What follows belongs to an exercise in optimizing a design on an open flow for small area; a production flow would make more cautious choices.
Only simulation tests tie the RTL to the original design; equivalence was not proved.
Power is estimated from default activity; no workload was simulated.

`run.sh`:
```
#!/bin/bash
# synth_recipe.tcl (not shown) runs the flow's synth.tcl, then flattens the netlist and writes it again
# the make line also repeats each setting of config.mk as NAME=value (left out here)
make -C /OpenROAD-flow-scripts/flow DESIGN_CONFIG=/design/flow/config.mk WORK_HOME=/design/flow/orfs CLKGATE_MAP_FILE= SYNTH_SCRIPT=/design/flow/synth_recipe.tcl finish
```
`config.mk`:
```
export PLATFORM = sky130hd
export DESIGN_NAME = pongproject
export DESIGN_NICKNAME = pongproject
export VERILOG_FILES = /design/flow/design.v
export SDC_FILE = /design/flow/constraint.sdc
export NUM_CORES = 4
export LEC_CHECK = 0
export CAP_MARGIN = 20
export CORE_MARGIN = 2
export CORE_UTILIZATION = 70
export SLEW_MARGIN = 20
```
`constraint.sdc`:
```
create_clock -name core_clock -period 10.0 [get_ports {clk}]
set_input_delay 2.0000 -clock core_clock [delete_from_list [all_inputs] [get_ports {clk}]]
set_output_delay 2.0000 -clock core_clock [all_outputs]
set_load 0.01 [all_outputs]
```
`design.v`:
```
module pongproject(clk, reset,
	ready_button,
	right, left,
	ovga_clk, ovga_r, ovga_g, ovga_b,
	ovga_hs, ovga_vs, ovga_sync_n, ovga_blank_n);
	input clk, reset;
	input ready_button;
	input right, left;
	output ovga_clk;
	output [7:0] ovga_r, ovga_g, ovga_b;
	output ovga_hs, ovga_vs;
	output ovga_sync_n;
	output ovga_blank_n;
	reg clk25;
	reg [9:0] px, py;
	wire ce = ~clk25;
	wire hend = px[9] & px[8] & (&px[4:0]);       
	wire vend = py[9] & py[3] & py[2];            
	always @(posedge clk or posedge reset)
		if (reset) clk25 <= 1'b0;
		else clk25 <= ~clk25;
	always @(posedge clk or posedge reset)
		if (reset) begin
			px <= 10'd799;
			py <= 10'd524;
		end else if (ce) begin
			px <= hend ? 10'd0 : px + 10'd1;
			if (hend) py <= vend ? 10'd0 : py + 10'd1;
		end
	wire hs = ~((px >= 10'd659) & (px <= 10'd755));
	wire vs = ~((py == 10'd493) | (py == 10'd494));
	reg [9:0] gc;
	wire tick = (gc == 10'b1000111000);
	always @(posedge clk or posedge reset)
		if (reset) gc <= 10'b0000111000;
		else gc <= {gc[8:0], gc[9] ^ gc[6] ^ tick};
	reg p, q1, q0;
	reg lsig, rsig;
	wire init = q0;             
	wire run  = p & ~q0;        
	wire dead;
	always @(posedge clk or posedge reset)
		if (reset) begin
			p <= 1'b0; q1 <= 1'b0; q0 <= 1'b0;
			lsig <= 1'b0; rsig <= 1'b0;
		end else begin
			p  <= q0 | (p & ~q1);
			q0 <= ~p & (q0 | (~q1 & ready_button));
			q1 <= p & (q1 | dead);
			lsig <= p & ~q1 & left;
			rsig <= p & ~q1 & ~left & right;
		end
	reg [8:0] bx, by;           
	reg vxd, vyd;
	reg [8:0] plh;              
	reg [9:0] ax;               
	wire [9:0] plx = {plh, 1'b0};
	wire move = tick & run;
	wire pick_pl = tick & vyd;
	wire [9:0] ysel = pick_pl ? plx : ax;
	wire [10:0] db = {2'b10, bx} - {1'b0, ysel};
	wire hit_x = (db >= 11'd1015) & (db <= 11'd1083);
	wire far_l = (db <= 11'd1013);
	wire far_r = (db >= 11'd1085);
	wire hit_pl = hit_x & (by >= 9'd439) & (by <= 9'd459);
	wire hit_ai = hit_x & (by >= 9'd22) & (by <= 9'd41);
	wire bot = (by >= 9'd469);
	wire top = (by <= 9'd1);
	assign dead = move & (vyd ? bot : top);
	always @(posedge clk or posedge reset)
		if (reset) begin
			bx <= 9'd315; by <= 9'd430; vxd <= 1'b0; vyd <= 1'b0;
		end else if (init) begin
			bx <= 9'd315; by <= 9'd430; vxd <= 1'b1; vyd <= 1'b1;
		end else if (move) begin
			if (vyd) begin
				if (bot | hit_pl) vyd <= 1'b0;
				else by <= by + 9'd1;
			end else begin
				if (top | hit_ai) vyd <= 1'b1;
				else by <= by - 9'd1;
			end
			if (vxd) begin
				if (bx >= 9'd479) vxd <= 1'b0;
				else bx <= bx + 9'd1;
			end else begin
				if (bx <= 9'd1) vxd <= 1'b1;
				else bx <= bx - 9'd1;
			end
		end
	always @(posedge clk or posedge reset)
		if (reset) plh <= 9'd145;
		else if (init) plh <= 9'd145;
		else if (tick & lsig) plh <= (plh <= 9'd5) ? 9'd0 : plh - 9'd5;
		else if (tick & rsig) plh <= (plh >= 9'd285) ? 9'd290 : plh + 9'd5;
	always @(posedge clk or posedge reset)
		if (reset) ax <= 10'd290;
		else if (init) ax <= 10'd290;
		else if (run & ~tick) begin
			if (far_l) ax <= {1'b0, bx} - 10'd30;
			else if (far_r) ax <= {1'b0, bx} + 10'd30;
			else if (ax <= 10'd20) ax <= 10'd0;
		end
	wire pl_row = (py >= 10'd450) & (py < 10'd460);
	wire ai_row = (py >= 10'd30) & (py <= 10'd40);
	wire [9:0] xrow = py[8] ? plx : ax;
	wire [10:0] dpx = {1'b0, px} - {1'b0, xrow};
	wire in_pl = pl_row & ~dpx[10] & (dpx[9:0] <= 10'd59) & ~(ce & (px == 10'd639));
	wire in_ai = ai_row & ~dpx[10] & (dpx[9:0] <= 10'd60);
	wire [9:0] pbx = px - {1'b0, bx};
	wire [9:0] pby = py - {1'b0, by};
	wire in_bx = (px >= {1'b0, bx}) & (pbx < 10'd10) & (py >= {1'b0, by}) & (pby < 10'd10);
	wire edge_row = (pby == 10'd0) | (pby == 10'd9);
	wire near_row = (pby == 10'd1) | (pby == 10'd2) | (pby == 10'd7) | (pby == 10'd8);
	wire shape = edge_row ? (pbx >= 10'd3 && pbx < 10'd7) :
	             near_row ? (pbx >= 10'd1 && pbx < 10'd9) : 1'b1;
	wire in_ball = in_bx & shape;
	reg [1:0] c;
	always @(posedge clk or posedge reset)
		if (reset) c <= 2'b00;
		else if (~p) c <= 2'b00;
		else if (in_pl) c <= 2'b01;
		else if (in_ai) c <= 2'b10;
		else if (in_ball) c <= 2'b11;
		else c <= 2'b00;
	wire b_on = c[1] | c[0];
	assign ovga_r = {{4{c[1]}}, {4{c[1] & c[0]}}};
	assign ovga_g = {{4{c[0]}}, {4{c[0] & ~c[1]}}};
	assign ovga_b = {8{b_on}};
	assign ovga_clk = ce;
	assign ovga_hs = hs;
	assign ovga_vs = vs;
	assign ovga_sync_n = 1'b0;
	assign ovga_blank_n = hs & vs;
endmodule
```
==> metrics.md <==
| Metric | Value |
|---|---|
| Outcome | complete, no violations |
| Number of synthesized flops with an enable pin | 0 |
| Placer's final routability congestion estimate | 0.938 |
| Antenna viol nets, final | 0 |
| DR iter-0 viols | 667 |
| Synth cell types | 87 |
| Synth Flop Type | dfrtp_1 |
| Part of the power in registers | roughly a third |
| Initial antenna violation count | 0 |
| Rel. slew slack | 48.1% |
| Synthesized flop and latch total | 77 |
| Max_cap viols | 0 |
| Synth Warn # | 1 |
| Final hold viol count | 0 |
| Vias | 6738 |
| Worst Path Arrival | approximately 5.7 ns |
| Tcrit/Tclk final | 53.9% |
| Share of post-route cells with drive strength above 1 | 8.21% |
| Pwr dens | about 140 nW/um2 |
| Crit path required time | ~10 ns |
| I/O Pins | 34 |
| PnR worst setup slack | approximately 4.6 ns |
| IO buf count | 32 |
| Post-CTS Setup Inserts | 0 |
| Initial Utilization | 71.0% |
| Global-route wire length before repair | 30400 um |
| Routed vias/inst | 6.73 |
| CTS tree | built |
| Vias in the first global route | 6316 |
| CTS buffer count | 9 |
| Async set-reset flop share out of synthesis | 100% |
| Die height | around 110 um |
| WS Path Type | register to register |
| CP Launch Type | register |
| Register area share after synthesis | 27.2% |
| Synthesized Nets | 940 |
| DR WL/cell | 18.3 um |
| Post-Syn Instances | 875 |
| Crit Path Max Fanout | 12 |
| Clock Power Share | 21.8% |
| Cts repair resizes | 0 |
| Clk pin slew, worst setup/hold paths | 0.09 ns |
| P_int | 0.626 mW |
| # diodes | 0 |
| DIE WIDTH | approximately 110 um |
| Fin area | 7610 um2 |
| Tot GR Track Use | 33.5% |
| H-tree levels | 3 |
| Sink Count | 77 |
| Hold WC Path Type | register to register |
| Core Box Area | around 10000 um2 |
| CTS hold repair buffers | 0 |
| Peak VDD IR | 0.000141 V |
| Sum Neg Setup Slack | 0 ns |
| CTS root buf | clkbuf_8 |
| Detailed Routing Iterations Pass 1 | 8 |
| Pre-CTS setup slack | around 4.7 ns |
| Final nets | around 930 |
| Crit. End Element | register |
| Final setup violation count | 0 |
| Post-Syn Area | roughly 7200 um2 |
| Final worst clock skew | 0.00804 ns |
| Final Max Slew Viols | 0 |
| Worst-margin pin slew | between 0.7 and 0.8 ns |
| Final min period | between 5 and 6 ns |
| Row cnt | 37 |
| Syn_area_per_cell | about 8.3 um2 |
| RSZ-0062 raised after global routing | no |
| Placed Area | 7420 um2 |
| Grt ovf | 0 |
| P&R area growth vs syn | 5.26% |
| Leak | approximately 3.2 nW |
| Longest Clk Path Bufs | 2 |
| Switch Pwr | 0.458 mW |
| Switching part of the total | 42.2% |
| Drt total wl | 18300 um |
| Gate power share | 44.9% |
| Drt drc | 0 |
| Skew-Pair Late Insertion Delay | 0.38 ns |
| DP HPWL | 13600 um |
| Largest net degree at the start of global routing | 55 |
| Peak Freq | 185 MHz |
| Die area | 11200 um2 |
==> cell usage after synthesis (4+ instances only) <==
| master | count | share of area [%] |
|---|---|---|
| fa_1 | 4 | 1.1 |
| a31oi_1 | 14 | 1.2 |
| a22o_1 | 9 | 1.1 |
| or2_2 | 5 | 0.43 |
| and3_1 | 12 | 1.0 |
| and2_1 | 9 | 0.78 |
| o21a_1 | 10 | 1.0 |
| inv_1 | 53 | 2.8 |
| xnor2_1 | 30 | 3.6 |
| xor2_1 | 14 | 1.7 |
| nor3b_1 | 4 | 0.42 |
| mux2_2 | 5 | 0.78 |
| ha_1 | 56 | 9.7 |
| o21ai_0 | 60 | 4.2 |
| nand2b_1 | 15 | 1.3 |
| or3_1 | 7 | 0.61 |
| a21oi_1 | 49 | 3.4 |
| nand3_1 | 17 | 1.2 |
| o31ai_1 | 7 | 0.73 |
| a211oi_1 | 6 | 0.62 |
| o2111ai_1 | 8 | 0.97 |
| o22ai_1 | 5 | 0.43 |
| clkbuf_1 | 34 | 1.8 |
| a21boi_0 | 4 | 0.42 |
| dfstp_2 | 31 | 11 |
| buf_4 | 21 | 2.2 |
| nand2_1 | 58 | 3.0 |
| nand4_1 | 14 | 1.2 |
| o221ai_1 | 4 | 0.48 |
| nor2_1 | 76 | 3.9 |
| a21o_1 | 12 | 1.2 |
| a32oi_1 | 4 | 0.48 |
| dfrtp_1 | 46 | 16 |
| nor2b_1 | 16 | 1.4 |
| a221oi_1 | 4 | 0.48 |
| o211ai_1 | 4 | 0.42 |
| a221o_1 | 5 | 0.69 |
| mux2i_1 | 27 | 3.7 |
| nor4_1 | 9 | 0.78 |
| nor3_1 | 31 | 2.1 |
==> metal layers <==
layer	track usage, %	wire (um)	share of wire (%)	vias up
met5	0	0	0	-
met4	12.0	533	2.9	0
met3	5.19	1360	7.4	42
met2	54.7	8510	46	311
met1	45.1	7930	43	3239
li1	-	-	-	3146
==> sequential cells by signal (all words and copies together), names as in the netlist, 2 cells and up <==
signal	count
bx	9
c	2
plh	9
py	10
px	10
gc	10
ax	10
by	9
==> power by group through the flow <==
stage                     clock network [mW]  registers (mW)  logic, mW
after floorplan                            0           0.352      0.379
after global placement                     0           0.365      0.444
after detailed placement                   0           0.365      0.470
after CTS                              0.238           0.359      0.473
after global routing                   0.247           0.363      0.532
final                                  0.237           0.361      0.486
==> logic make-up after synthesis <==
logic type | synth area share, %
other cells | 0.0519
xor+xnor | 5.33
flops | 27.2
buf+inv | 7.18
compound gates | 23.5
simple gates | 21.4
fa+ha+maj | 10.8
mux | 4.52
==> final timing paths <==
path                       start     to  slack [ns]  cells after the start
setup / recovery           gc[5]  by[8]        4.61                     18
hold / removal             gc[4]  gc[5]        0.37                      0
setup reg to reg           gc[5]  by[8]        4.61                     18
hold reg to reg            gc[4]  gc[5]        0.37                      0
max in group asynchronous  reset  bx[6]        6.97                      3
min in group asynchronous  reset  py[5]        1.96                      2
==> critical path: stages (launching register included) <==
cell	delay [ns]
dfstp_2	0.54
nor4b_2	0.22
and3b_1	0.27
and2_1	0.22
nand2_1	0.33
and2_1	0.32
ha_1	0.20
inv_1	0.07
fa_1	0.23
a211oi_2	0.15
o21a_1	0.23
o311ai_0	0.47
o31ai_1	0.21
a2111oi_4	0.46
a32oi_2	0.20
nor4_4	0.68
o31ai_1	0.18
o41ai_1	0.23
or2_1	0.14
==> placed cells by master, fill, tap and decap left out, types with 10 or more instances in the layout <==
cell             synthesis  routed
a21oi_1                 49      49
nand2_1                 58      58
o21a_1                  10      10
xnor2_1                 30      30
dfstp_2                 31      31
nand3_1                 17      17
a31oi_1                 14      14
nor2b_1                 16      16
mux2i_1                 27      27
a21o_1                  12      12
nor3_1                  31      31
xor2_1                  14      14
o21ai_0                 60      60
dfrtp_1                 46      46
clkdlybuf4s50_1          0      32
inv_1                   53      52
nand2b_1                15      15
nand4_1                 14      14
nor2_1                  76      76
and3_1                  12      12
ha_1                    56      56
==> per-stage QoR <==
step / power, mW / utilization (%) / instances / hold slack [ns]
2_1_floorplan: 0.731 / - / 875 / 0.354
3_5_place_dp: 0.835 / 72.9 / 985 / 0.359
4_1_cts: 1.07 / 74.7 / 1001 / 0.376
5_1_grt: 1.14 / 74.7 / 1001 / 0.379
3_3_place_gp: 0.809 / 72.9 / 985 / 0.356
6_report: 1.08 / 74.7 / 1001 / 0.374
==> final cells by class <==
cell class | count | area, um2
Clock inverter | 7 | 63.8
Timing Repair Buffer | 34 | 335
Multi-Input combinational cell | 683 | 4740
Sequential cell | 77 | 1970
Inverter | 55 | 206
Fill cell | 739 | 2570
Tap cell | 136 | 170
Clock buffer | 9 | 124

## what the ideal ports hide
No port has a modelled driver above. Below, the same layout with a new extraction and two added sets of constraints. Step 1: set_driving_cell puts a clkbuf_16 on clk and a buf_2 on each other input, an assumption about the parent block. Step 2 moves the port delays by t, midway between the first and last clock arrival at a register: inputs arrive t later, outputs are due t later. That takes back most of the time a late clock gives input paths. Slacks: no drivers / after step 1 / after step 2; pairs: no drivers / after step 1.
shift t [ns]: 0.415
setup slack, ns: 4.607 / 4.607 / 4.607
worst register clock-pin slew, ns: 0.09 / 0.09
After both steps setup and hold are still met in this run. The setup slack of this run moves by 0.000 ns with the drivers and by 0.000 ns with both steps.
